Background: an optimization exercise with open tools, aiming at a short achievable clock period and few clock cycles. Do not read the settings as production practice.
No run shown here included a check of the RTL's function; only the layout flow was run.
Power is estimated from default activity; no workload was simulated.

[flow/design.v]
module cpu (
    input  logic        clk, n_rst,
    input  logic        RESET, IRQ,
    input  logic [31:0] ID,
    input  logic [31:0] MRD,
    output logic [31:0] IA,
    output logic [31:0] MWD,
    output logic [31:0] MA,
    output logic        MWR, MOE
);
assign MOE = 1'b1;
localparam int NB = 8;              
logic [31:0] pc_F;
logic [NB-1:0] btb_v;
logic [31:0]   btb_tag [NB];
logic [31:0]   btb_tgt [NB];
logic [1:0]    btb_cnt [NB];
logic [2:0]    btb_rr;
logic        valid_D;
logic [31:0] ir_D, pc_D, pc4_D, ptgt_D;
logic        ptk_D;
logic        valid_E;
logic [31:0] a_E, b_E, sd_E, pc_E, pc4_E, tgt_E, ptgt_E;
logic        ptk_E, tgtok_E;
logic [4:0]  rc_E;
logic        we_E, ld_E, st_E, beq_E, bne_E, jmp_E, ctl_E, ill_E;
logic        r_add_E, r_cmp_E, r_bool_E, r_sh_E, r_link_E;
logic        sub_E;
logic [1:0]  cfn_E;      
logic [1:0]  sfn_E;      
logic [1:0]  bfn_E;      
logic        fa_y_E, fa_l_E, fb_y_E, fb_l_E, fs_y_E, fs_l_E;
logic        we_M, ldf_M;
logic [4:0]  rc_M;
logic [31:0] y_M, sd_M;
logic        mwr_M;
logic        bupd_M, btk_M;
logic [31:0] bpc_M, btgt_M;
logic        we_W, ldf_W;
logic [4:0]  rc_W;
logic [31:0] y_W;
logic        we_X, ldf_X;
logic [4:0]  rc_X;
logic [31:0] y_X, ld_X;
logic [31:0] rf [31];
logic [30:0] rv;
logic irq_r, reset_r;
logic [NB-1:0] hit_M;
assign IA  = pc_F;
assign MA  = y_M;
assign MWD = sd_M;
assign MWR = mwr_M;
logic [31:0] a, b, sd;
assign a  = fa_y_E ? y_M : (fa_l_E ? ld_X : a_E);
assign b  = fb_y_E ? y_M : (fb_l_E ? ld_X : b_E);
assign sd = fs_y_E ? y_M : (fs_l_E ? ld_X : sd_E);
logic [31:0] sum, shl, shr, bres, shres, res;
logic        eq, lt, cmpb;
assign sum = a + (b ^ {32{sub_E}}) + {31'b0, sub_E};
assign eq  = (a == b);
assign lt  = (a[31] != b[31]) ? a[31] : (a[30:0] < b[30:0]);
always_comb begin
    case (cfn_E)
        2'b00:   cmpb = eq;
        2'b01:   cmpb = lt;
        default: cmpb = lt | eq;
    endcase
end
assign shl  = a << b[4:0];
logic [63:0] shr64;
assign shr64 = {{32{sfn_E[1] & a[31]}}, a} >> b[4:0];
assign shr  = shr64[31:0];
always_comb begin
    case (sfn_E)
        2'b00:   shres = shl;
        default: shres = shr;
    endcase
end
always_comb begin
    case (bfn_E)
        2'b00:   bres = a & b;
        2'b01:   bres = a | b;
        2'b10:   bres = a ^ b;
        default: bres = ~(a ^ b);
    endcase
end
logic irq_sel, irq_take, trap, exec_E;
assign irq_sel  = irq_r & ~pc4_E[31];
assign irq_take = valid_E & irq_sel & ~reset_r;
assign trap     = valid_E & ill_E & ~irq_sel & ~reset_r;
assign exec_E   = valid_E & ~irq_sel & ~reset_r & ~ill_E;
assign res = ({32{r_add_E  & ~irq_sel}} & sum)
           | ({32{r_cmp_E  & ~irq_sel}} & {31'b0, cmpb})
           | ({32{r_bool_E & ~irq_sel}} & bres)
           | ({32{r_sh_E   & ~irq_sel}} & shres)
           | ({32{r_link_E |  irq_sel}} & pc4_E);
logic        az, br_tk, jmp_ok, mis, redirect;
logic [31:0] jtgt, ctgt, rtgt;
assign az     = (a == 32'b0);
assign br_tk  = (beq_E & az) | (bne_E & ~az);
assign jtgt   = {pc4_E[31] & a[31], a[30:0]};
assign jmp_ok = (jtgt == ptgt_E);
always_comb begin
    if (ptk_E)
        mis = jmp_E ? ~jmp_ok : ~(br_tk & tgtok_E);
    else
        mis = jmp_E | br_tk;
end
assign ctgt = jmp_E ? jtgt : (br_tk ? tgt_E : pc4_E);
assign redirect = reset_r | irq_take | trap | (exec_E & mis);
always_comb begin
    if (reset_r)       rtgt = 32'h8000_0000;
    else if (irq_take) rtgt = 32'h8000_0008;
    else if (trap)     rtgt = 32'h8000_0004;
    else               rtgt = ctgt;
end
logic [5:0]  op;
logic [4:0]  rc, ra, rb, r2;
logic [31:0] sxt;
logic        is_alu, is_aluc, is_ld, is_st, is_jmp, is_beq, is_bne, is_ldr, is_nop, legal;
logic        use_a, use_2, use_lit, writes;
logic [4:0]  dst;
logic        we_d;
logic [3:0]  fn;
logic        alu_fn_ok;
assign op  = ir_D[31:26];
assign rc  = ir_D[25:21];
assign ra  = ir_D[20:16];
assign rb  = ir_D[15:11];
assign sxt = {{16{ir_D[15]}}, ir_D[15:0]};
assign fn  = op[3:0];
always_comb begin
    case (fn)
        4'h0, 4'h1, 4'h4, 4'h5, 4'h6, 4'h8, 4'h9, 4'hA, 4'hB, 4'hC, 4'hD, 4'hE: alu_fn_ok = 1'b1;
        default: alu_fn_ok = 1'b0;
    endcase
end
assign is_alu  = op[5] & alu_fn_ok;
assign is_aluc = is_alu & op[4];
assign is_ld   = (op == 6'h18);
assign is_st   = (op == 6'h19);
assign is_jmp  = (op == 6'h1B);
assign is_beq  = (op == 6'h1C);
assign is_bne  = (op == 6'h1D);
assign is_ldr  = (op == 6'h1F);
assign is_nop  = (op == 6'h00);
assign legal   = is_alu | is_ld | is_st | is_jmp | is_beq | is_bne | is_ldr | is_nop;
assign use_a   = is_alu | is_ld | is_st | is_jmp | is_beq | is_bne;
assign use_2   = (is_alu & ~op[4]) | is_st;
assign r2      = is_st ? rc : rb;
assign use_lit = is_aluc | is_ld | is_st;
assign writes  = is_alu | is_ld | is_ldr | is_jmp | is_beq | is_bne | ~legal;
assign dst     = legal ? rc : 5'd30;
assign we_d    = writes & (dst != 5'd31);
logic mE_a, mM_a, mW_a, mX_a, mE_2, mM_2, mW_2, mX_2;
assign mE_a = valid_E & we_E & (rc_E == ra);
assign mM_a = we_M & (rc_M == ra);
assign mW_a = we_W & (rc_W == ra);
assign mX_a = we_X & (rc_X == ra);
assign mE_2 = valid_E & we_E & (rc_E == r2);
assign mM_2 = we_M & (rc_M == r2);
assign mW_2 = we_W & (rc_W == r2);
assign mX_2 = we_X & (rc_X == r2);
logic stall;
assign stall = valid_D & (
      (use_a & ((mE_a & ld_E) | (~mE_a & mM_a & ldf_M)))
    | (use_2 & ((mE_2 & ld_E) | (~mE_2 & mM_2 & ldf_M))));
logic [31:0] rfa, rf2, va, v2, vb;
logic        rva, rv2;
assign rfa = (ra == 5'd31) ? 32'b0 : rf[ra];
assign rf2 = (r2 == 5'd31) ? 32'b0 : rf[r2];
assign rva = (ra != 5'd31) & rv[ra];
assign rv2 = (r2 != 5'd31) & rv[r2];
logic sM_a, sW_a, sXl_a, sXy_a, sR_a, sM_2, sW_2, sXl_2, sXy_2, sR_2;
assign sM_a  = use_a & ~mE_a & mM_a;
assign sW_a  = use_a & ~mE_a & ~mM_a & mW_a & ~ldf_W;
assign sXl_a = use_a & ~mE_a & ~mM_a & ~mW_a & mX_a & ldf_X;
assign sXy_a = use_a & ~mE_a & ~mM_a & ~mW_a & mX_a & ~ldf_X;
assign sR_a  = use_a & ~mE_a & ~mM_a & ~mW_a & ~mX_a & rva;
assign sM_2  = use_2 & ~mE_2 & mM_2;
assign sW_2  = use_2 & ~mE_2 & ~mM_2 & mW_2 & ~ldf_W;
assign sXl_2 = use_2 & ~mE_2 & ~mM_2 & ~mW_2 & mX_2 & ldf_X;
assign sXy_2 = use_2 & ~mE_2 & ~mM_2 & ~mW_2 & mX_2 & ~ldf_X;
assign sR_2  = use_2 & ~mE_2 & ~mM_2 & ~mW_2 & ~mX_2 & rv2;
assign va = ({32{sM_a}} & y_M) | ({32{sW_a}} & y_W) | ({32{sXl_a}} & ld_X)
          | ({32{sXy_a}} & y_X) | ({32{sR_a}} & rfa);
assign v2 = ({32{sM_2}} & y_M) | ({32{sW_2}} & y_W) | ({32{sXl_2}} & ld_X)
          | ({32{sXy_2}} & y_X) | ({32{sR_2}} & rf2);
logic [31:0] tsum, tgt_d;
assign tsum  = pc4_D + {sxt[29:0], 2'b00};
assign tgt_d = {pc4_D[31], tsum[30:0]};
assign vb    = is_ldr ? tsum : (use_lit ? sxt : v2);
logic [31:0] pc4_F, ptgt_F, npc;
logic        ptk_F;
logic [NB-1:0] hit_F;
assign pc4_F = {pc_F[31], pc_F[30:0] + 31'd4};
always_comb begin
    ptk_F  = 1'b0;
    ptgt_F = 32'b0;
    for (int i = 0; i < NB; i++) begin
        hit_F[i] = btb_v[i] & (btb_tag[i] == pc_F) & btb_cnt[i][1];
        ptk_F  = ptk_F | hit_F[i];
        ptgt_F = ptgt_F | ({32{hit_F[i]}} & btb_tgt[i]);
    end
end
always_comb begin
    if (redirect)   npc = rtgt;
    else if (stall) npc = pc_F;
    else if (ptk_F) npc = ptgt_F;
    else            npc = pc4_F;
end
always_ff @(posedge clk, negedge n_rst) begin
    if (~n_rst) begin
        pc_F    <= 32'b0;
        valid_D <= 1'b0;
        valid_E <= 1'b0;
        we_M    <= 1'b0;
        mwr_M   <= 1'b0;
        bupd_M  <= 1'b0;
        we_W    <= 1'b0;
        we_X    <= 1'b0;
        irq_r   <= 1'b0;
        reset_r <= 1'b0;
        rv      <= 31'b0;
        btb_v   <= '0;
        btb_rr  <= 3'b0;
    end else begin
        pc_F    <= npc;
        valid_D <= redirect ? 1'b0 : (stall ? valid_D : 1'b1);
        valid_E <= valid_D & ~stall & ~redirect;
        we_M    <= valid_E & ~reset_r & (irq_sel | we_E);
        mwr_M   <= exec_E & st_E;
        bupd_M  <= exec_E & ctl_E;
        we_W    <= we_M;
        we_X    <= we_W;
        irq_r   <= IRQ;
        reset_r <= RESET;
        if (we_X) rv[rc_X] <= 1'b1;
        if (bupd_M & ~(|hit_M) & btk_M) begin
            btb_v[btb_rr] <= 1'b1;
            btb_rr        <= btb_rr + 3'd1;
        end
    end
end
always_comb
    for (int i = 0; i < NB; i++) hit_M[i] = btb_v[i] & (btb_tag[i] == bpc_M);
always_ff @(posedge clk) begin
    for (int i = 0; i < NB; i++) begin
        if (bupd_M & hit_M[i]) begin
            if (btk_M) begin
                btb_tgt[i] <= btgt_M;
                if (btb_cnt[i] != 2'b11) btb_cnt[i] <= btb_cnt[i] + 2'd1;
            end else begin
                if (btb_cnt[i] != 2'b00) btb_cnt[i] <= btb_cnt[i] - 2'd1;
            end
        end else if (bupd_M & ~(|hit_M) & btk_M & (btb_rr == 3'(i))) begin
            btb_tag[i] <= bpc_M;
            btb_tgt[i] <= btgt_M;
            btb_cnt[i] <= 2'b10;
        end
    end
end
always_ff @(posedge clk) begin
    if (~stall) begin
        ir_D   <= ID;
        pc_D   <= pc_F;
        pc4_D  <= pc4_F;
        ptk_D  <= ptk_F;
        ptgt_D <= ptgt_F;
    end
    a_E     <= va;
    b_E     <= vb;
    sd_E    <= v2;
    pc_E    <= pc_D;
    pc4_E   <= pc4_D;
    tgt_E   <= tgt_d;
    ptgt_E  <= ptgt_D;
    ptk_E   <= ptk_D;
    tgtok_E <= (ptgt_D == tgt_d);
    rc_E    <= dst;
    we_E    <= we_d;
    ld_E    <= is_ld | is_ldr;
    st_E    <= is_st;
    beq_E   <= is_beq;
    bne_E   <= is_bne;
    jmp_E   <= is_jmp;
    ctl_E   <= is_beq | is_bne | is_jmp;
    ill_E   <= ~legal;
    r_add_E  <= (is_alu & (fn[3:1] == 3'b000)) | is_ld | is_st | is_ldr;
    r_cmp_E  <= is_alu & (fn[3:2] == 2'b01);
    r_bool_E <= is_alu & (fn[3:2] == 2'b10);
    r_sh_E   <= is_alu & (fn[3:2] == 2'b11);
    r_link_E <= is_jmp | is_beq | is_bne | ~legal;
    sub_E   <= is_alu & (fn[3:1] == 3'b000) & fn[0];
    cfn_E   <= (fn[1:0] == 2'b00) ? 2'b00 : ((fn[1:0] == 2'b01) ? 2'b01 : 2'b10);
    sfn_E   <= fn[1:0];
    bfn_E   <= fn[1:0];
    fa_y_E  <= use_a & mE_a;
    fa_l_E  <= use_a & ~mE_a & ~mM_a & mW_a & ldf_W;
    fb_y_E  <= use_2 & ~is_st & mE_2;
    fb_l_E  <= use_2 & ~is_st & ~mE_2 & ~mM_2 & mW_2 & ldf_W;
    fs_y_E  <= use_2 & is_st & mE_2;
    fs_l_E  <= use_2 & is_st & ~mE_2 & ~mM_2 & mW_2 & ldf_W;
    rc_M   <= irq_sel ? 5'd30 : rc_E;
    ldf_M  <= ld_E & ~irq_sel;
    y_M    <= res;
    sd_M   <= sd;
    btk_M  <= br_tk | jmp_E;
    bpc_M  <= pc_E;
    btgt_M <= ctgt;
    rc_W  <= rc_M;
    ldf_W <= ldf_M;
    y_W   <= y_M;
    rc_X  <= rc_W;
    ldf_X <= ldf_W;
    y_X   <= y_W;
    ld_X  <= MRD;
    if (we_X) rf[rc_X] <= ldf_X ? ld_X : y_X;
end
endmodule
[flow/run.sh]
#!/bin/bash
# synth_recipe.tcl (not shown) runs the flow's synth.tcl, then flattens the netlist and writes it again
# the make line also repeats each setting of config.mk as NAME=value (left out here)
make -C /OpenROAD-flow-scripts/flow DESIGN_CONFIG=/design/flow/config.mk WORK_HOME=/design/flow/orfs CLKGATE_MAP_FILE= SYNTH_SCRIPT=/design/flow/synth_recipe.tcl finish
[flow/config.mk]
export PLATFORM = sky130hd
export DESIGN_NAME = cpu
export DESIGN_NICKNAME = cpu
export VERILOG_FILES = /design/flow/design.v
export SDC_FILE = /design/flow/constraint.sdc
export NUM_CORES = 8
export LEC_CHECK = 0
export CAP_MARGIN = 20
export CORE_MARGIN = 2
export CORE_UTILIZATION = 40
export SETUP_SLACK_MARGIN = 5
export SLEW_MARGIN = 20
[flow/constraint.sdc]
create_clock -name core_clock -period 10.5 [get_ports {clk}]
set_input_delay 2.1000 -clock core_clock [delete_from_list [all_inputs] [get_ports {clk}]]
set_output_delay 2.1000 -clock core_clock [all_outputs]
set_load 0.01 [all_outputs]
==> qor.tcl, run 1 <==
set qor(worst_pin_slew_ps) 1321
set qor(rr_endpoint) {pc_F[24]}
set qor(synth_area_mm2) 0.1082
set qor(largest_reg_by_ff_count) {rf}
set qor(place_congestion) 1.014
set qor(yosysSeqAreaShare_pct) 56.82
set qor(r2r-start) {fa_l_E}
set qor(detailroute.via_count) 80780
set qor(peak_ir_drop_on_the_vdd_network_v) 0.0001653
set qor(first_iter_violations) 12160
set qor(worst_min_path_class) {reg2reg}
set qor(maxSlewViolCount) 0
set qor(fillers) 24140
set qor(grt.overflow.total) 0
set qor(largest_register_ffs) 992
set qor(holdCritStartpoint) {pc_D[15]}
set qor(i_o_pin_count) 166
set qor(min_path_cells) 0
set qor(track_usage_pct) 29.86
set qor(final_hold_viols) 0
set qor(clk-insertion-delay-late_ps) 940
set qor(cell_type_with_the_highest_aggregate_area_in_the_netlist) {sky130_fd_sc_hd__edfxtp_1}
set qor(netlist_top_cells_count) {sky130_fd_sc_hd__edfxtp_1, sky130_fd_sc_hd__nand2_1, sky130_fd_sc_hd__xnor2_1}
set qor(antenna_violating_nets_post_route) 0
set qor(cts_inserted_buffers) 235
set qor(final.setup_skew_ps) 115.5
set qor(timing.hold.worst_endpoint) {pc_E[15]}
set qor(synth.yosys.warnings) 4
set qor(fmax_mhz) 188.3
set qor(dieArea_mm2) 0.2746
set qor(dr_vias_cell) 6.398
set qor(cp_max_fanout) 32
set qor(finalSetupViolCount) 0
set qor(post_drt_wl_per_cell_um) 33.43
set qor(setup_tns_ps) 0
set qor(route.detailed.drc) 0
set qor(dp_hpwl_um) 276100
set qor(avgSynthCellArea_um2) 12.26
set qor(synth.ff_latch_count) 2227
set qor(cts_tree) {done}
set qor(max-slew-margin-rel_pct) 11.28
set qor(synth_top_cell_area_share_pct) 45.69
set qor(drt_first_pass_iters) 10
set qor(cts-root-to-sink-buffers) 4
set qor(synth_enable_flop_cells) 1646
set qor(postSynth.asyncResetShare_pct) 3.727
set qor(die_width_um) 524.1
set qor(cts_num_sinks) 2227
set qor(pre_cts_slack_ps) 4468
set qor(grt_pass1_wl_um) 586100
set qor(yosys.cell_count.top_type) {sky130_fd_sc_hd__edfxtp_1}
set qor(worst_ep_arrival_time_ps) 6090
set qor(critical_path_class) {reg2reg}
set qor(grt_antenna_before_repair) 29
set qor(final.setup.worst_slack_ps) 5189
set qor(cts_hold_repair.buffers) 0
set qor(netlist_instances) 8824
set qor(cts.reportedPaths.clkPinSlew_ps) 60
set qor(die_h_um) 524.1
set qor(result_of_the_run) {timing/DRC/antenna clean}
set qor(p_leak_nw) 44.19
set qor(htree_num_levels) 4
set qor(io_buffer_count) 164
set qor(p_per_area_mw_per_mm2) 165.8
set qor(drt-total-wl_um) 422100
set qor(period_share_pct) 50.59
set qor(layout-drive-gt1-share_pct) 12.84
set qor(synth_top_cells_by_area) {sky130_fd_sc_hd__edfxtp_1, sky130_fd_sc_hd__dfxtp_1, sky130_fd_sc_hd__mux4_2}
set qor(timing.critical_path.to_type) {flop}
set qor(numnets_final) 9087
set qor(floorplan.initialDensity_pct) 40.31
set qor(crit_path_start) {fa_l_E}
set qor(syn_to_final_growth_pct) 12.93
set qor(synth_nets) 9063
set qor(setup_repair_after_global_routing_missed_its_margin) {false}
set qor(count_of_different_cell_masters_after_synthesis) 108
set qor(buffer_type_at_the_clock_tree_root) {sky130_fd_sc_hd__clkbuf_16}
set qor(via_count_of_the_first_global_routing_pass) 77410
set qor(post-layout-total-power_mw) 20.26
set qor(startpoint_type) {flop}
set qor(reg2reg_setup_slack_ps) 5190
set qor(core.rowCount) 190
set qor(layout_top_registers) {rf: 992 flops, btb_tag: 256 flops, btb_tgt: 256 flops}
set qor(placeableCoreArea_mm2) 0.2684
set qor(required_ps) 11280
set qor(drv_cap) 0
set qor(fin_crit_ps) 5311
set qor(main_synth_ff_type) {sky130_fd_sc_hd__edfxtp_1}
set qor(pin_count_of_the_biggest_net_entering_global_routing) 150
set qor(number_of_cells_on_the_worst_reg_to_reg_path) 11
[kinds of logic after synthesis]
kind of cell | count (synthesis) | share of synthesized area, %
AO/OA/AOI/OAI | 1675 | 10.91
multiplexers | 733 | 10.43
AND/OR/NAND/NOR | 2453 | 10.74
other | 1 | 0.003466
XOR/XNOR | 739 | 6.021
adder cells (fa/ha/maj) | 171 | 1.992
buffers and inverters | 825 | 3.086
flip-flops | 2227 | 56.82
[final cells by class]
cell class	instances	area, um^2	area share (%)
Antenna cell	26	65.06	0.05325
Clock buffer	322	6550	5.361
Multi-Input combinational cell	5772	43950	35.97
Timing Repair Buffer	423	3665	3.000
Clock inverter	115	1260	1.031
Sequential cell	2227	61510	50.34
Tap cell	3552	4444	3.638
Inverter	189	735.7	0.6022
[worst max-delay path, stage by stage, from the launching register on]
cell and delay (ps):
sky130_fd_sc_hd__dfxtp_2 310, sky130_fd_sc_hd__buf_4 490, sky130_fd_sc_hd__mux2_1 500, sky130_fd_sc_hd__mux2i_2 740, sky130_fd_sc_hd__nand4_1 170, sky130_fd_sc_hd__nor4_1 360
sky130_fd_sc_hd__nand2_1 370, sky130_fd_sc_hd__mux2i_4 270, sky130_fd_sc_hd__buf_4 550, sky130_fd_sc_hd__mux2i_1 140, sky130_fd_sc_hd__o21ai_0 950, sky130_fd_sc_hd__a22o_1 280
[power by group]
part           switching, mW  total, mW  leakage (nW)  internal [mW]
Combinational           1.28       1.92          19.3          0.647
Sequential             0.219       9.83          21.1           9.61
Clock                   3.65       8.51          3.81           4.86
Total                   5.14       20.3          44.2           15.1
[per-stage QoR]
stage          hold WS, ps  area, um^2  util, %  std cells
2_1_floorplan        309.6      108200        -       8824
3_3_place_gp         309.8      114200    42.55      12160
3_5_place_dp         312.1      114200    42.55      12160
4_1_cts              266.7      122100    45.48      12600
5_1_grt              280.8      122200    45.51      12620
6_report             262.8      122200    45.52      12630
[worst max-delay path by stage]
stage / end / slack (ps) / cells after the start
detailed placement: pc_F[14] / 4470 / 15
global route: b_E[15] / 5030 / 13
CTS: pc_F[6] / 5020 / 15
finish: pc_F[24] / 5190 / 11
global placement: pc_F[18] / 4650 / 15
floorplan: btb_tgt[3][0] / 5630 / 9
[cell usage in the layout (no fill, tap or decap), drive strengths merged, types with 25 or more instances in the layout]
master	Yosys	routed
o21a	33	33
inv	187	197
nand2b	48	48
xor2	191	191
o21bai	47	47
clkinv	2	75
buf	235	260
dfxtp	498	498
or3	32	32
diode	0	26
a211oi	139	139
o22ai	45	45
mux2	73	73
nand4	171	171
a31oi	123	123
nand3	232	232
xnor2	545	545
o211ai	69	69
clkdlybuf4s50	0	163
a221oi	66	66
mux2i	360	360
a22oi	87	87
dfrtp	83	83
a21o	46	46
edfxtp	1646	1646
o221ai	30	30
and3	208	208
o21ai	387	387
a222oi	78	78
a311oi	64	64
nor3	74	74
nor4	104	104
a21oi	188	188
a22o	61	61
ha	169	169
nand2	1140	1140
mux4	300	300
clkbuf	401	322
or2	25	25
nor2	296	296
[timing repair]
item	4_1_cts	5_1_grt
endpoints found under the setup margin	89	92
cloned	0	0
buffers inserted	0	1
pin swaps	0	0
resized for setup	8	8
[layer usage]
layer	vias to the layer above	track usage (%)	part of all wire, %
met4	14	15.93	6.0
met5	-	0	0.023
met2	5341	44.72	44
li1	33600	-	-
met3	949	5.937	11
met1	40880	40.87	40
==> inputs of run 2 (changes only) <==
--- a/flow/design.v
+++ b/flow/design.v
@@ -18,8 +18,5 @@
 logic [2:0]    btb_rr;
-logic        valid_D;
-logic [31:0] ir_D, pc_D, pc4_D, ptgt_D;
-logic        ptk_D;
 logic        valid_E;
 logic [31:0] a_E, b_E, sd_E, pc_E, pc4_E, tgt_E, ptgt_E;
-logic        ptk_E, tgtok_E;
+logic        ptk_E;
 logic [4:0]  rc_E;
@@ -68,12 +65,7 @@
 end
-assign shl  = a << b[4:0];
 logic [63:0] shr64;
+assign shl   = a << b[4:0];
 assign shr64 = {{32{sfn_E[1] & a[31]}}, a} >> b[4:0];
-assign shr  = shr64[31:0];
-always_comb begin
-    case (sfn_E)
-        2'b00:   shres = shl;
-        default: shres = shr;
-    endcase
-end
+assign shr   = shr64[31:0];
+assign shres = (sfn_E == 2'b00) ? shl : shr;
 always_comb begin
@@ -96,3 +88,3 @@
            | ({32{r_link_E |  irq_sel}} & pc4_E);
-logic        az, br_tk, jmp_ok, mis, redirect;
+logic        az, br_tk, mis, redirect;
 logic [31:0] jtgt, ctgt, rtgt;
@@ -101,6 +93,5 @@
 assign jtgt   = {pc4_E[31] & a[31], a[30:0]};
-assign jmp_ok = (jtgt == ptgt_E);
 always_comb begin
     if (ptk_E)
-        mis = jmp_E ? ~jmp_ok : ~(br_tk & tgtok_E);
+        mis = jmp_E ? (jtgt != ptgt_E) : ~(br_tk & (tgt_E == ptgt_E));
     else
@@ -125,7 +116,7 @@
 logic        alu_fn_ok;
-assign op  = ir_D[31:26];
-assign rc  = ir_D[25:21];
-assign ra  = ir_D[20:16];
-assign rb  = ir_D[15:11];
-assign sxt = {{16{ir_D[15]}}, ir_D[15:0]};
+assign op  = ID[31:26];
+assign rc  = ID[25:21];
+assign ra  = ID[20:16];
+assign rb  = ID[15:11];
+assign sxt = {{16{ID[15]}}, ID[15:0]};
 assign fn  = op[3:0];
@@ -164,34 +155,30 @@
 logic stall;
-assign stall = valid_D & (
-      (use_a & ((mE_a & ld_E) | (~mE_a & mM_a & ldf_M)))
-    | (use_2 & ((mE_2 & ld_E) | (~mE_2 & mM_2 & ldf_M))));
-logic [31:0] rfa, rf2, va, v2, vb;
+assign stall = (use_a & ((mE_a & ld_E) | (~mE_a & mM_a & ldf_M)))
+             | (use_2 & ((mE_2 & ld_E) | (~mE_2 & mM_2 & ldf_M)));
+logic [31:0] rfa, rf2, va, v2, vb, wd_X;
 logic        rva, rv2;
-assign rfa = (ra == 5'd31) ? 32'b0 : rf[ra];
-assign rf2 = (r2 == 5'd31) ? 32'b0 : rf[r2];
-assign rva = (ra != 5'd31) & rv[ra];
-assign rv2 = (r2 != 5'd31) & rv[r2];
-logic sM_a, sW_a, sXl_a, sXy_a, sR_a, sM_2, sW_2, sXl_2, sXy_2, sR_2;
-assign sM_a  = use_a & ~mE_a & mM_a;
-assign sW_a  = use_a & ~mE_a & ~mM_a & mW_a & ~ldf_W;
-assign sXl_a = use_a & ~mE_a & ~mM_a & ~mW_a & mX_a & ldf_X;
-assign sXy_a = use_a & ~mE_a & ~mM_a & ~mW_a & mX_a & ~ldf_X;
-assign sR_a  = use_a & ~mE_a & ~mM_a & ~mW_a & ~mX_a & rva;
-assign sM_2  = use_2 & ~mE_2 & mM_2;
-assign sW_2  = use_2 & ~mE_2 & ~mM_2 & mW_2 & ~ldf_W;
-assign sXl_2 = use_2 & ~mE_2 & ~mM_2 & ~mW_2 & mX_2 & ldf_X;
-assign sXy_2 = use_2 & ~mE_2 & ~mM_2 & ~mW_2 & mX_2 & ~ldf_X;
-assign sR_2  = use_2 & ~mE_2 & ~mM_2 & ~mW_2 & ~mX_2 & rv2;
-assign va = ({32{sM_a}} & y_M) | ({32{sW_a}} & y_W) | ({32{sXl_a}} & ld_X)
-          | ({32{sXy_a}} & y_X) | ({32{sR_a}} & rfa);
-assign v2 = ({32{sM_2}} & y_M) | ({32{sW_2}} & y_W) | ({32{sXl_2}} & ld_X)
-          | ({32{sXy_2}} & y_X) | ({32{sR_2}} & rf2);
-logic [31:0] tsum, tgt_d;
-assign tsum  = pc4_D + {sxt[29:0], 2'b00};
-assign tgt_d = {pc4_D[31], tsum[30:0]};
+assign rfa  = (ra == 5'd31) ? 32'b0 : rf[ra];
+assign rf2  = (r2 == 5'd31) ? 32'b0 : rf[r2];
+assign rva  = (ra != 5'd31) & rv[ra];
+assign rv2  = (r2 != 5'd31) & rv[r2];
+assign wd_X = ldf_X ? ld_X : y_X;
+logic sM_a, sW_a, sX_a, sR_a, sM_2, sW_2, sX_2, sR_2;
+assign sM_a = use_a & ~mE_a & mM_a;
+assign sW_a = use_a & ~mE_a & ~mM_a & mW_a & ~ldf_W;
+assign sX_a = use_a & ~mE_a & ~mM_a & ~mW_a & mX_a;
+assign sR_a = use_a & ~mE_a & ~mM_a & ~mW_a & ~mX_a & rva;
+assign sM_2 = use_2 & ~mE_2 & mM_2;
+assign sW_2 = use_2 & ~mE_2 & ~mM_2 & mW_2 & ~ldf_W;
+assign sX_2 = use_2 & ~mE_2 & ~mM_2 & ~mW_2 & mX_2;
+assign sR_2 = use_2 & ~mE_2 & ~mM_2 & ~mW_2 & ~mX_2 & rv2;
+assign va = ({32{sM_a}} & y_M) | ({32{sW_a}} & y_W) | ({32{sX_a}} & wd_X) | ({32{sR_a}} & rfa);
+assign v2 = ({32{sM_2}} & y_M) | ({32{sW_2}} & y_W) | ({32{sX_2}} & wd_X) | ({32{sR_2}} & rf2);
+logic [31:0] pc4_F, tsum, tgt_d;
+assign pc4_F = {pc_F[31], pc_F[30:0] + 31'd4};
+assign tsum  = pc4_F + {sxt[29:0], 2'b00};
+assign tgt_d = {pc4_F[31], tsum[30:0]};
 assign vb    = is_ldr ? tsum : (use_lit ? sxt : v2);
-logic [31:0] pc4_F, ptgt_F, npc;
+logic [31:0] ptgt_F, npc;
 logic        ptk_F;
 logic [NB-1:0] hit_F;
-assign pc4_F = {pc_F[31], pc_F[30:0] + 31'd4};
 always_comb begin
@@ -214,3 +201,2 @@
         pc_F    <= 32'b0;
-        valid_D <= 1'b0;
         valid_E <= 1'b0;
@@ -228,4 +214,3 @@
         pc_F    <= npc;
-        valid_D <= redirect ? 1'b0 : (stall ? valid_D : 1'b1);
-        valid_E <= valid_D & ~stall & ~redirect;
+        valid_E <= ~stall & ~redirect;
         we_M    <= valid_E & ~reset_r & (irq_sel | we_E);
@@ -263,9 +248,2 @@
 always_ff @(posedge clk) begin
-    if (~stall) begin
-        ir_D   <= ID;
-        pc_D   <= pc_F;
-        pc4_D  <= pc4_F;
-        ptk_D  <= ptk_F;
-        ptgt_D <= ptgt_F;
-    end
     a_E     <= va;
@@ -273,8 +251,7 @@
     sd_E    <= v2;
-    pc_E    <= pc_D;
-    pc4_E   <= pc4_D;
+    pc_E    <= pc_F;
+    pc4_E   <= pc4_F;
     tgt_E   <= tgt_d;
-    ptgt_E  <= ptgt_D;
-    ptk_E   <= ptk_D;
-    tgtok_E <= (ptgt_D == tgt_d);
+    ptgt_E  <= ptgt_F;
+    ptk_E   <= ptk_F;
     rc_E    <= dst;
@@ -317,3 +294,3 @@
     ld_X  <= MRD;
-    if (we_X) rf[rc_X] <= ldf_X ? ld_X : y_X;
+    if (we_X) rf[rc_X] <= wd_X;
 end
==> flow/flow/run.sh (new file) <==
#!/bin/bash
set -euo pipefail
MARGIN=7.5
bash standard.sh synth > log_1_synth.txt 2>&1
bash standard.sh SETUP_SLACK_MARGIN=$MARGIN finish > log_2_layout.txt 2>&1
==> flow/standard.sh (new file) <==
#!/bin/bash
# synth_recipe.tcl (not shown) runs the flow's synth.tcl, then flattens the netlist and writes it again
# the make line also repeats each setting of config.mk as NAME=value (left out here)
make -C /OpenROAD-flow-scripts/flow DESIGN_CONFIG=/design/flow/config.mk WORK_HOME=/design/flow/orfs CLKGATE_MAP_FILE= SYNTH_SCRIPT=/design/flow/synth_recipe.tcl "${@:-finish}"
removed: flow/run.sh
==> qor.tcl, run 2 <==
set qor(result_of_the_run) {timing/DRC/antenna clean}
set qor(drt-total-wl_um) 475800
set qor(grt_pass1_wl_um) 625400
set qor(synth_top_cell_area_share_pct) 44.65
set qor(finalCoreUtilization_pct) 53.13
set qor(family_with_the_most_delay_on_the_worst_path) {simple AND/OR/NAND/NOR gates}
set qor(worst_min_path_class) {reg2reg}
set qor(peak_ir_drop_on_the_vdd_network_v) 0.0001931
set qor(setup_repair_after_global_routing_missed_its_margin) {true}
set qor(via_count_of_the_first_global_routing_pass) 78490
set qor(max-slew-margin-rel_pct) 14.80
set qor(netSwitchingFraction_pct) 27.40
set qor(grtUsageMet1_pct) 41.55
set qor(final.setup_skew_ps) 96.01
set qor(synth_enable_flop_cells) 1520
set qor(cts-root-to-sink-buffers) 3
set qor(mostFrequentLayoutCell) {sky130_fd_sc_hd__edfxtp_1}
set qor(synth.yosys.warnings) 4
set qor(p_switching_mw) 5.549
set qor(core.rowCount) 185
set qor(pin_count_of_the_biggest_net_entering_global_routing) 75
set qor(count_of_different_cell_masters_after_synthesis) 97
set qor(drt_first_pass_iters) 9
set qor(numnets_final) 9464
set qor(crit_path_cell_trace) {buf_12 -> nand4bb_4 -> o21ai_4 -> buf_12 -> a21oi_2 -> nand4b_1 -> or4_4 -> and4_4 -> and2_4 -> buf_6 -> buf_16 -> a222oi_1 -> nor2b_2 -> a21oi_2}
set qor(number_of_cells_on_the_worst_reg_to_reg_path) 19
set qor(timing.critical_path.to_type) {flop}
set qor(layout-drive-gt1-share_pct) 32.83
set qor(cp_slowest_stage_delay_ps) 610
set qor(synth_top_cells_by_area) {sky130_fd_sc_hd__edfxtp_1, sky130_fd_sc_hd__dfxtp_1, sky130_fd_sc_hd__mux4_2}
set qor(worst_ep_arrival_time_ps) 5280
set qor(die_h_um) 509.5
set qor(netlist_instances) 8240
set qor(min_path_cells) 0
set qor(startpoint_type) {input port}
set qor(finalSetupViolCount) 0
set qor(final_hold_viols) 0
set qor(dp_hpwl_um) 248500
set qor(floorplan.initialDensity_pct) 40.22
set qor(layout.cells.most_common_list) {sky130_fd_sc_hd__edfxtp_1, sky130_fd_sc_hd__nand2_1, sky130_fd_sc_hd__buf_4}
set qor(required_ps) 11210
set qor(yosys.cell_count.top_type) {sky130_fd_sc_hd__edfxtp_1}
set qor(postSynth.asyncResetShare_pct) 3.918
set qor(fin_crit_ps) 4568
set qor(antenna_violating_nets_post_route) 0
set qor(p_leak_nw) 50.75
set qor(clkPwrFrac_pct) 39.3
set qor(fillers) 20620
set qor(placeableCoreArea_mm2) 0.2542
set qor(clk-insertion-delay-late_ps) 930
set qor(synth_nets) 8479
set qor(power_frac_seq_pct) 45.6
set qor(route.detailed.drc) 0
set qor(buffer_type_at_the_clock_tree_root) {sky130_fd_sc_hd__clkbuf_16}
set qor(first_iter_violations) 14370
set qor(cell_type_with_the_highest_aggregate_area_in_the_netlist) {sky130_fd_sc_hd__edfxtp_1}
set qor(power.share.combinational_pct) 15.1
set qor(maxSlewViolCount) 0
set qor(i_o_pin_count) 166
set qor(synth.ff_latch_count) 2093
set qor(p_per_area_mw_per_mm2) 150.0
set qor(period_share_pct) 43.51
set qor(pre_cts_slack_ps) 2925
set qor(drv_cap) 0
set qor(largest_reg_by_ff_count) {rf}
set qor(netlist_top_cells_count) {sky130_fd_sc_hd__edfxtp_1, sky130_fd_sc_hd__nand2_1, sky130_fd_sc_hd__dfxtp_1}
set qor(cts.reportedPaths.clkPinSlew_ps) 60
set qor(detailroute.via_count) 84460
set qor(cts_num_sinks) 2093
set qor(globalRoute.busiestLayer) {met2}
set qor(die_width_um) 509.5
set qor(syn_to_final_growth_pct) 32.10
set qor(cts_inserted_buffers) 217
set qor(dieArea_mm2) 0.2596
set qor(grt_antenna_before_repair) 48
set qor(fmax_mhz) 218.9
set qor(cts_tree) {done}
set qor(track_usage_pct) 34.37
set qor(gr-usage-met3_pct) 9.454
set qor(synth_area_mm2) 0.1022
set qor(cp.depth) 14
set qor(place_congestion) 0.9687
set qor(grt.overflow.total) 0
set qor(setup_tns_ps) 0
set qor(main_synth_ff_type) {sky130_fd_sc_hd__edfxtp_1}
set qor(post_drt_wl_per_cell_um) 37.08
set qor(largest_register_ffs) 992
set qor(cp_slowest_cell) {sky130_fd_sc_hd__or4_4}
set qor(critical_path_class) {in2reg}
set qor(worstPathBufferInverterCount) 4
set qor(cp_max_fanout) 8
set qor(io_buffer_count) 164
set qor(avgSynthCellArea_um2) 12.41
set qor(final.setup.worst_slack_ps) 5932
set qor(yosysSeqAreaShare_pct) 56.27
set qor(met2_usage_pct) 51.97
set qor(worst_pin_slew_ps) 1265
set qor(dr_vias_cell) 6.583
set qor(htree_num_levels) 4
set qor(layout_top_registers) {rf: 992 flops, btb_tag: 256 flops, btb_tgt: 256 flops}
set qor(cell_internal_pwr_mw) 14.70
run 2: cell count changes after synthesis, sizes merged, moves of 78 or more:
cell    change
a311oi    +122
a31oi     -100
edfxtp    -126
nand2     -239
nand4      -80
nor3       +78
xnor2     -177
xor2      +193
run 2: power groups by stage:
stage | logic, mW | registers, mW | clock network [mW]
floorplan | 1.37 | 9.33 | 0
global placement | 2.10 | 9.41 | 0
detailed placement | 2.12 | 9.42 | 0
CTS | 2.69 | 9.22 | 7.96
global route | 3.12 | 9.24 | 8.29
finish | 3.05 | 9.23 | 7.96
run 2: area by class of cell:
class,instances,area [um^2],share of cell area (%)
multi-input combinational,5379,47850,35.43
inverter,176,784.5,0.5810
timing repair buffer,1349,16940,12.54
tap,3366,4212,3.119
timing repair inverter,9,68.82,0.05096
clock buffer,294,5988,4.435
clock inverter,112,1285,0.9516
antenna,52,130.1,0.09636
sequential,2093,57780,42.79
run 2: worst paths after layout:
kind | startpoint | endpoint | slack, ps
max | ID[28] | b_E[4] | 5930
min | y_W[1] | y_X[1] | 320
max reg2reg | pc_F[5] | b_E[26] | 6150
min reg2reg | y_W[1] | y_X[1] | 320
max in group asynchronous | n_rst | pc_F[1] | 8040
min in group asynchronous | n_rst | we_W | 1220
run 2: metrics by stage:
| stage | total power, mW | area, um^2 | hold slack, ps | cells |
|---|---|---|---|---|
| global route | 20.64 | 135000 | 323.4 | 12820 |
| finish | 20.25 | 135000 | 318.4 | 12830 |
| detailed placement | 11.54 | 108900 | 312.0 | 11390 |
| CTS | 19.86 | 129200 | 314.1 | 12490 |
| global placement | 11.52 | 108900 | 310.1 | 11390 |
| floorplan | 10.70 | 104600 | 309.5 | 8240 |
run 2: routing by layer:
layer	part of all wire (%)	wire length [um]
met1	33	157300
met2	44	207600
met3	13	62560
met4	10	48090
met5	0.040	188
run 2: timing repair:
action / CTS / global route
buffers inserted: 581 / 247
endpoints found under the setup margin: 1044 / 906
hold buffers: 0 / 0
cloned: 114 / 41
pin swaps: 195 / 219
resized for setup: 1816 / 570
run 2: logic make-up (layout without fill, tap and decap cells):
kind of cell,Yosys count,in the layout,share of synthesized area [%]
xor+xnor,752,752,6.443
compound gates,1501,1501,10.31
fa+ha+maj,171,171,2.108
buf+inv,781,1940,3.053
mux,798,798,11.81
other cells,1,53,0.003668
simple gates,2143,2156,10.00
flops,2093,2093,56.27
run 2: worst register-to-register path, delay by kind of cell (launching register included):
family	cells	cell delay (ps)
flip-flops	1	380
AO/OA/AOI/OAI	8	1840
XOR/XNOR	2	490
adder cells (fa/ha/maj)	1	290
buffers and inverters	5	780
AND/OR/NAND/NOR	3	470
==> inputs of run 3 (changes only) <==
--- a/flow/design.v
+++ b/flow/design.v
@@ -38,5 +38,2 @@
 logic [31:0] y_W;
-logic        we_X, ldf_X;
-logic [4:0]  rc_X;
-logic [31:0] y_X, ld_X;
 logic [31:0] rf [31];
@@ -50,5 +47,5 @@
 logic [31:0] a, b, sd;
-assign a  = fa_y_E ? y_M : (fa_l_E ? ld_X : a_E);
-assign b  = fb_y_E ? y_M : (fb_l_E ? ld_X : b_E);
-assign sd = fs_y_E ? y_M : (fs_l_E ? ld_X : sd_E);
+assign a  = fa_y_E ? y_M : (fa_l_E ? MRD : a_E);
+assign b  = fb_y_E ? y_M : (fb_l_E ? MRD : b_E);
+assign sd = fs_y_E ? y_M : (fs_l_E ? MRD : sd_E);
 logic [31:0] sum, shl, shr, bres, shres, res;
@@ -145,3 +142,3 @@
 assign we_d    = writes & (dst != 5'd31);
-logic mE_a, mM_a, mW_a, mX_a, mE_2, mM_2, mW_2, mX_2;
+logic mE_a, mM_a, mW_a, mE_2, mM_2, mW_2;
 assign mE_a = valid_E & we_E & (rc_E == ra);
@@ -149,3 +146,2 @@
 assign mW_a = we_W & (rc_W == ra);
-assign mX_a = we_X & (rc_X == ra);
 assign mE_2 = valid_E & we_E & (rc_E == r2);
@@ -153,7 +149,5 @@
 assign mW_2 = we_W & (rc_W == r2);
-assign mX_2 = we_X & (rc_X == r2);
 logic stall;
-assign stall = (use_a & ((mE_a & ld_E) | (~mE_a & mM_a & ldf_M)))
-             | (use_2 & ((mE_2 & ld_E) | (~mE_2 & mM_2 & ldf_M)));
-logic [31:0] rfa, rf2, va, v2, vb, wd_X;
+assign stall = ld_E & ((use_a & mE_a) | (use_2 & mE_2));
+logic [31:0] rfa, rf2, va, v2, vb, wd_W;
 logic        rva, rv2;
@@ -163,14 +157,12 @@
 assign rv2  = (r2 != 5'd31) & rv[r2];
-assign wd_X = ldf_X ? ld_X : y_X;
-logic sM_a, sW_a, sX_a, sR_a, sM_2, sW_2, sX_2, sR_2;
-assign sM_a = use_a & ~mE_a & mM_a;
-assign sW_a = use_a & ~mE_a & ~mM_a & mW_a & ~ldf_W;
-assign sX_a = use_a & ~mE_a & ~mM_a & ~mW_a & mX_a;
-assign sR_a = use_a & ~mE_a & ~mM_a & ~mW_a & ~mX_a & rva;
-assign sM_2 = use_2 & ~mE_2 & mM_2;
-assign sW_2 = use_2 & ~mE_2 & ~mM_2 & mW_2 & ~ldf_W;
-assign sX_2 = use_2 & ~mE_2 & ~mM_2 & ~mW_2 & mX_2;
-assign sR_2 = use_2 & ~mE_2 & ~mM_2 & ~mW_2 & ~mX_2 & rv2;
-assign va = ({32{sM_a}} & y_M) | ({32{sW_a}} & y_W) | ({32{sX_a}} & wd_X) | ({32{sR_a}} & rfa);
-assign v2 = ({32{sM_2}} & y_M) | ({32{sW_2}} & y_W) | ({32{sX_2}} & wd_X) | ({32{sR_2}} & rf2);
+assign wd_W = ldf_W ? MRD : y_W;
+logic sM_a, sW_a, sR_a, sM_2, sW_2, sR_2;
+assign sM_a = use_a & ~mE_a & mM_a & ~ldf_M;
+assign sW_a = use_a & ~mE_a & ~mM_a & mW_a;
+assign sR_a = use_a & ~mE_a & ~mM_a & ~mW_a & rva;
+assign sM_2 = use_2 & ~mE_2 & mM_2 & ~ldf_M;
+assign sW_2 = use_2 & ~mE_2 & ~mM_2 & mW_2;
+assign sR_2 = use_2 & ~mE_2 & ~mM_2 & ~mW_2 & rv2;
+assign va = ({32{sM_a}} & y_M) | ({32{sW_a}} & wd_W) | ({32{sR_a}} & rfa);
+assign v2 = ({32{sM_2}} & y_M) | ({32{sW_2}} & wd_W) | ({32{sR_2}} & rf2);
 logic [31:0] pc4_F, tsum, tgt_d;
@@ -206,3 +198,2 @@
         we_W    <= 1'b0;
-        we_X    <= 1'b0;
         irq_r   <= 1'b0;
@@ -219,6 +210,5 @@
         we_W    <= we_M;
-        we_X    <= we_W;
         irq_r   <= IRQ;
         reset_r <= RESET;
-        if (we_X) rv[rc_X] <= 1'b1;
+        if (we_W) rv[rc_W] <= 1'b1;
         if (bupd_M & ~(|hit_M) & btk_M) begin
@@ -275,7 +265,7 @@
     fa_y_E  <= use_a & mE_a;
-    fa_l_E  <= use_a & ~mE_a & ~mM_a & mW_a & ldf_W;
+    fa_l_E  <= use_a & ~mE_a & mM_a & ldf_M;
     fb_y_E  <= use_2 & ~is_st & mE_2;
-    fb_l_E  <= use_2 & ~is_st & ~mE_2 & ~mM_2 & mW_2 & ldf_W;
+    fb_l_E  <= use_2 & ~is_st & ~mE_2 & mM_2 & ldf_M;
     fs_y_E  <= use_2 & is_st & mE_2;
-    fs_l_E  <= use_2 & is_st & ~mE_2 & ~mM_2 & mW_2 & ldf_W;
+    fs_l_E  <= use_2 & is_st & ~mE_2 & mM_2 & ldf_M;
     rc_M   <= irq_sel ? 5'd30 : rc_E;
@@ -290,7 +280,3 @@
     y_W   <= y_M;
-    rc_X  <= rc_W;
-    ldf_X <= ldf_W;
-    y_X   <= y_W;
-    ld_X  <= MRD;
-    if (we_X) rf[rc_X] <= wd_X;
+    if (we_W) rf[rc_W] <= wd_W;
 end
==> qor.tcl, run 3 <==
set qor(route.detailed.drc) 0
set qor(min_path_cells) 0
set qor(i_o_pin_count) 166
set qor(main_synth_ff_type) {sky130_fd_sc_hd__edfxtp_1}
set qor(grtUsageMet1_pct) 42.25
set qor(dieArea_mm2) 0.2572
set qor(antenna_violating_nets_post_route) 0
set qor(placeableCoreArea_mm2) 0.2516
set qor(synth_nets) 8303
set qor(rr_endpoint) {y_M[10]}
set qor(drt-total-wl_um) 479600
set qor(die_width_um) 507.2
set qor(yosys.cell_count.top_type) {sky130_fd_sc_hd__edfxtp_1}
set qor(synth.yosys.warnings) 4
set qor(cts_inserted_buffers) 214
set qor(count_of_different_cell_masters_after_synthesis) 105
set qor(avgSynthCellArea_um2) 12.56
set qor(reg2reg_setup_slack_ps) 6030
set qor(cts.reportedPaths.clkPinSlew_ps) 60
set qor(pre_cts_slack_ps) 2659
set qor(layout_top_registers) {rf: 992 flops, btb_tag: 256 flops, btb_tgt: 256 flops}
set qor(cts_num_sinks) 2022
set qor(final.setup.worst_slack_ps) 5857
set qor(fin_crit_ps) 4643
set qor(yosysSeqAreaShare_pct) 55.39
set qor(grt_antenna_before_repair) 27
set qor(fillers) 20290
set qor(place_congestion) 1.001
set qor(synth_top_cells_by_area) {sky130_fd_sc_hd__edfxtp_1, sky130_fd_sc_hd__dfxtp_1, sky130_fd_sc_hd__mux4_2}
set qor(timing.hold.worst_endpoint) {bpc_M[16]}
set qor(cts-root-to-sink-buffers) 3
set qor(synth.ff_latch_count) 2022
set qor(power_frac_seq_pct) 44.8
set qor(result_of_the_run) {timing/DRC/antenna clean}
set qor(r2r-start) {fb_l_E}
set qor(largest_register_ffs) 992
set qor(netlist_top_cells_count) {sky130_fd_sc_hd__edfxtp_1, sky130_fd_sc_hd__nand2_1, sky130_fd_sc_hd__mux2i_1}
set qor(met2_usage_pct) 53.77
set qor(cell_internal_pwr_mw) 14.46
set qor(numnets_final) 9371
set qor(drv_cap) 0
set qor(clkPwrFrac_pct) 38.9
set qor(finalSetupViolCount) 0
set qor(syn_to_final_growth_pct) 33.37
set qor(final.setup_skew_ps) 78.99
set qor(postSynth.asyncResetShare_pct) 4.006
set qor(die_h_um) 507.2
set qor(netSwitchingFraction_pct) 27.74
set qor(clk-insertion-delay-late_ps) 910
set qor(worst_pin_slew_ps) 1191
set qor(final_hold_viols) 0
set qor(largest_reg_by_ff_count) {rf}
set qor(cp_max_fanout) 4
set qor(mostFrequentLayoutCell) {sky130_fd_sc_hd__edfxtp_1}
set qor(synth_enable_flop_cells) 1520
set qor(via_count_of_the_first_global_routing_pass) 79070
set qor(setup_repair_after_global_routing_missed_its_margin) {true}
set qor(required_ps) 11150
set qor(timing.critical_path.to_type) {flop}
set qor(period_share_pct) 44.22
set qor(floorplan.initialDensity_pct) 40.25
set qor(holdCritStartpoint) {pc_E[16]}
set qor(grt_pass1_wl_um) 638600
set qor(critical_path_class) {in2reg}
set qor(pin_count_of_the_biggest_net_entering_global_routing) 73
set qor(power.share.combinational_pct) 16.3
set qor(buffer_type_at_the_clock_tree_root) {sky130_fd_sc_hd__clkbuf_16}
set qor(multi_input_comb_area_mm2) 0.04933
set qor(detailroute.via_count) 83300
set qor(p_leak_nw) 50.47
set qor(maxSlewViolCount) 0
set qor(setup_tns_ps) 0
set qor(peak_ir_drop_on_the_vdd_network_v) 0.0001894
set qor(netlist_instances) 8064
set qor(worst_ep_arrival_time_ps) 5300
set qor(area.sequential_mm2) 0.05631
set qor(dp_hpwl_um) 259900
set qor(max-slew-margin-rel_pct) 20.49
set qor(finalCoreUtilization_pct) 53.68
set qor(post_drt_wl_per_cell_um) 37.79
set qor(core.rowCount) 184
set qor(io_buffer_count) 164
set qor(cell_type_with_the_highest_aggregate_area_in_the_netlist) {sky130_fd_sc_hd__edfxtp_1}
set qor(p_per_area_mw_per_mm2) 148.2
set qor(synth_top_cell_area_share_pct) 45.07
set qor(number_of_cells_on_the_worst_reg_to_reg_path) 16
set qor(track_usage_pct) 35.44
set qor(grt.overflow.total) 0
set qor(layout.cells.most_common_list) {sky130_fd_sc_hd__edfxtp_1, sky130_fd_sc_hd__nand2_1, sky130_fd_sc_hd__buf_4}
set qor(gr-usage-met3_pct) 9.308
set qor(placed_cells) 11230
set qor(globalRoute.busiestLayer) {met2}
set qor(htree_num_levels) 4
set qor(synth_area_mm2) 0.1013
set qor(first_iter_violations) 12890
set qor(startpoint_type) {input port}
set qor(worst_min_path_class) {reg2reg}
set qor(p_switching_mw) 5.553
set qor(drt_first_pass_iters) 7
set qor(dr_vias_cell) 6.564
set qor(fmax_mhz) 215.4
set qor(post_layout_nonfiller_instances) 12690
set qor(layout-drive-gt1-share_pct) 34.86
set qor(cts_tree) {done}
[run 3: cell count changes after synthesis, sizes merged, moves of 63 or more]
| cell | change |
|---|---|
| dfxtp | -70 |
| nand2 | -91 |
| buf | +68 |
| xnor2 | +71 |
| a311oi | -108 |
| clkbuf | -82 |
| a31oi | +63 |
| xor2 | -90 |
| mux2i | +114 |
[run 3: stage by stage]
stage	cell area (um^2)	total power [mW]	hold WS, ps
after floorplan	103500	10.41	309.5
after global placement	108000	11.29	309.7
after detailed placement	108000	11.31	312.0
after CTS	129300	19.66	268.0
after global routing	135000	20.38	280.1
final	135100	20.02	275.5
[run 3: worst max-delay path by stage]
stage	end	cells after the start	start	slack (ps)
2_1_floorplan	y_M[29]	16	MRD[2]	5510
3_3_place_gp	b_E[15]	11	ID[26]	2870
3_5_place_dp	b_E[15]	11	ID[26]	2660
4_1_cts	y_M[29]	15	MRD[3]	6070
5_1_grt	y_M[25]	14	MRD[14]	6000
6_report	y_M[10]	15	MRD[0]	5860
[run 3: per-layer routing]
metal  vias up  wire, um
li1      33070         -
met5         -        89
met2      6755    210200
met3      1991     58280
met4        10     50050
met1     41480    161000
[run 3: layout make-up]
| cell class | instances | area share, % |
|---|---|---|
| timing repair inverter | 5 | 0.02779 |
| tap | 3348 | 3.101 |
| multi-input combinational | 5281 | 36.52 |
| clock inverter | 121 | 0.9180 |
| antenna | 20 | 0.03705 |
| clock buffer | 285 | 4.382 |
| sequential | 2022 | 41.69 |
| timing repair buffer | 1410 | 12.66 |
| inverter | 198 | 0.6632 |
[run 3: repair_timing]
item,4_1_cts,5_1_grt
pin swaps,267,287
endpoints found under the hold margin,0,0
hold buffers,0,0
setup buffers,608,284
resized for setup,2138,546
cloned,102,41
endpoints found under the setup margin,1486,981
[run 3: worst max-delay path, stage by stage]
cell	delay, ps
sky130_fd_sc_hd__buf_8	100
sky130_fd_sc_hd__mux2_4	350
sky130_fd_sc_hd__o21ai_4	240
sky130_fd_sc_hd__nor2_4	50
sky130_fd_sc_hd__a21o_1	180
sky130_fd_sc_hd__fa_2	380
sky130_fd_sc_hd__a21oi_4	180
sky130_fd_sc_hd__nor3_2	60
sky130_fd_sc_hd__o21ai_2	120
sky130_fd_sc_hd__buf_6	150
sky130_fd_sc_hd__buf_6	100
sky130_fd_sc_hd__nand2_4	60
sky130_fd_sc_hd__xor2_1	170
sky130_fd_sc_hd__a222oi_1	750
sky130_fd_sc_hd__o21ai_1	290
[run 3: cells by family (layout without fill, tap and decap cells)]
logic type               after synthesis  count (layout)  synth area share, %
XOR/XNOR                             733             733                6.339
flip-flops                          2022            2022                55.39
AO/OA/AOI/OAI                       1542            1543                10.75
other                                  1              21             0.003703
adder cells (fa/ha/maj)              171             171                2.127
AND/OR/NAND/NOR                     1914            1941                8.896
multiplexers                         892             892                13.20
buffers and inverters                789            2019                3.289
[run 3: power by group through the flow]
stage	clock (mW)	sequential [mW]	combinational (mW)
2_1_floorplan	0	9.04	1.37
3_3_place_gp	0	9.14	2.16
3_5_place_dp	0	9.14	2.17
4_1_cts	7.80	8.95	2.91
5_1_grt	8.09	8.96	3.32
6_report	7.79	8.97	3.26

[what the ideal ports hide]
The results above use ideal ports. As a check the final layouts listed here were re-extracted and re-timed, cells and wires unchanged.
Step 1: set_driving_cell puts a clkbuf_16 on clk and a buf_2 on each other input, an assumption about the parent block.
Step 2 adds t to the input delays and takes it off the output delays; t is the mean of the earliest and latest rising clock arrival at the registers after step 1. Input paths then give back, and output paths get back, about the clock's delay inside the block.
Three values: ideal, step 1, step 2; two values: the first two.
run | t, ns | setup WS [ns] | worst hold slack (ns)
run 1 | 0.970 | 5.189 / 5.189 / 5.189 | 0.263 / 0.263 / 0.263
run 2 | 0.973 | 5.932 / 5.786 / 4.813 | 0.318 / 0.318 / 0.318
run 3 | 0.989 | 5.857 / 5.822 / 4.832 | 0.275 / 0.275 / 0.275
After both steps every run listed still meets setup and hold. For run 2, which loses most, drivers alone change the setup slack by -0.146 ns; drivers and shift together by -1.119 ns.
